Context: an optimization exercise on an open-source flow, tuned for small area, a short achievable clock period and few clock cycles per item. The choices shown serve that exercise and are no tape-out recipe.

## matrixMultiplier
module matrixMultiplier(input st, rst, clk, input [7:0] data_in, output done, output [7:0] dataout);
For scale: about 8000 um2 of cells after synthesis.
==> flow/config.mk <==
export PLATFORM = sky130hd
export DESIGN_NAME = matrixMultiplier
export DESIGN_NICKNAME = matrixMultiplier
export VERILOG_FILES = /design/flow/design.v
export SDC_FILE = /design/flow/constraint.sdc
export NUM_CORES = 4
export LEC_CHECK = 0
export ABC_CLOCK_PERIOD_IN_PS = 3000
export CAP_MARGIN = 20
export CORE_MARGIN = 2
export CORE_UTILIZATION = 40
export CTS_BUF_LIST = sky130_fd_sc_hd__clkbuf_16
export CTS_CLUSTER_DIAMETER = 100
export CTS_CLUSTER_SIZE = 30
export SLEW_MARGIN = 20
==> flow/constraint.sdc <==
create_clock -name core_clock -period 10.0 [get_ports {clk}]
set_input_delay 2.0000 -clock core_clock [delete_from_list [all_inputs] [get_ports {clk}]]
set_output_delay 2.0000 -clock core_clock [all_outputs]
set_load 0.01 [all_outputs]
standard.sh (not shown) runs the stock make flow with config.mk's settings and CLKGATE_MAP_FILE= SYNTH_SCRIPT=/design/flow/synth_recipe.tcl, a recipe that flattens the netlist after the stock synthesis.
==> flow/flow/run.sh <==
#!/bin/bash
# Own layout flow: the standard ORFS flow (standard.sh, unchanged synthesis),
# with the port buffers made of sky130_fd_sc_hd__buf_2 instead of the default
# delay-cell buffers and a larger setup-repair margin.  Every make step writes
# its own log under orfs/logs/; make's own output goes to standard.log.
set -euo pipefail
export BUFFER_PORTS_ARGS="-buffer_cell sky130_fd_sc_hd__buf_2"
export SETUP_SLACK_MARGIN=7.0
bash standard.sh > standard.log 2>&1
The baseline finished clean.
Edit:
--- a/flow/design.v
+++ b/flow/design.v
@@ -20,30 +20,33 @@
   wire lda = (t < 6'd9);
   wire ldb = (t >= 6'd9) & (t < 6'd18);
   always @(posedge clk) begin
     ra0 <= lda ? data_in : ra8;
     {ra8,ra7,ra6,ra5,ra4,ra3,ra2,ra1} <= {ra7,ra6,ra5,ra4,ra3,ra2,ra1,ra0};
     rb0 <= ldb ? data_in : rb8;
     {rb8,rb7,rb6,rb5,rb4,rb3,rb2,rb1} <= {rb7,rb6,rb5,rb4,rb3,rb2,rb1,rb0};
   end
   reg [2:0] sa;
   reg [4:0] sb;
-  wire ke = ph[2];
+  wire ke = ph[1];
   always @(posedge clk) begin
-    if (start) begin sa <= 3'd2; sb <= 5'd8; end
+    if (start) begin sa <= 3'b010; sb <= 5'b00100; end
     else begin
       if (ke & ~sb[2]) sa <= {sa[1:0], sa[2]};
       sb <= ke ? {sb[1], sb[0], sb[2], 2'b00} : {1'b0, sb[4:1]};
     end
   end
-  wire [7:0] ar = ({8{sa[0]}} & ra2) | ({8{sa[1]}} & ra5) | ({8{sa[2]}} & ra8);
-  wire [7:0] br = ({8{sb[0]}} & rb1) | ({8{sb[1]}} & rb3) | ({8{sb[2]}} & rb5) | ({8{sb[3]}} & rb7) | ({8{sb[4]}} & rb0);
+  reg [7:0] ar, br;
+  always @(posedge clk) begin
+    ar <= ({8{sa[0]}} & ra1) | ({8{sa[1]}} & ra4) | ({8{sa[2]}} & ra7);
+    br <= ({8{sb[0]}} & rb0) | ({8{sb[1]}} & rb2) | ({8{sb[2]}} & rb4) | ({8{sb[3]}} & rb6) | ({8{sb[4]}} & rb8);
+  end
   wire pp0_0 = ar[0] & br[0];
   wire pp0_1 = ar[1] & br[0];
   wire pp0_2 = ar[2] & br[0];
   wire pp0_3 = ar[3] & br[0];
   wire pp0_4 = ar[4] & br[0];
   wire pp0_5 = ar[5] & br[0];
   wire pp0_6 = ar[6] & br[0];
   wire pp0_7 = ar[7] & br[0];
   wire pp1_0 = ar[0] & br[1];
   wire pp1_1 = ar[1] & br[1];
The new run went through all stages and came out clean.
Global-route usage decreases by 1.2 points.
Hold slack gets worse by 3.1 ps.
Utilization decreases by 0.81 points.
Area after synthesis increases by a few percent.
No functional check of the RTL was part of any run of this note.

[separate check: timing with driven ports]
No port has a modelled driver above. Below, the same layouts with a new extraction and two added sets of constraints. Step 1 (the two cells are an assumption about what drives the block):
set clk [get_ports {clk}]
set_driving_cell -lib_cell sky130_fd_sc_hd__clkbuf_16 $clk
set_driving_cell -lib_cell sky130_fd_sc_hd__buf_2 [delete_from_list [all_inputs] $clk]
Step 2 adds t to the input delays and takes it off the output delays; t is the mean of the earliest and latest rising clock arrival at the registers after step 1. Input paths then give back, and output paths get back, about the clock's delay inside the block. a / b / c = ideal / step 1 / step 2; a / b = the first two.
run | t (ns) | setup WS [ns] | worst setup path at the end | worst data-port slew with drivers (ns)
the first run | 0.499 | 6.846 / 6.846 / 6.846 | register to register | 0.03
the second run | 0.518 | 7.034 / 6.991 / 7.095 | input to register | 0.03
After both steps every run listed still meets setup and hold.
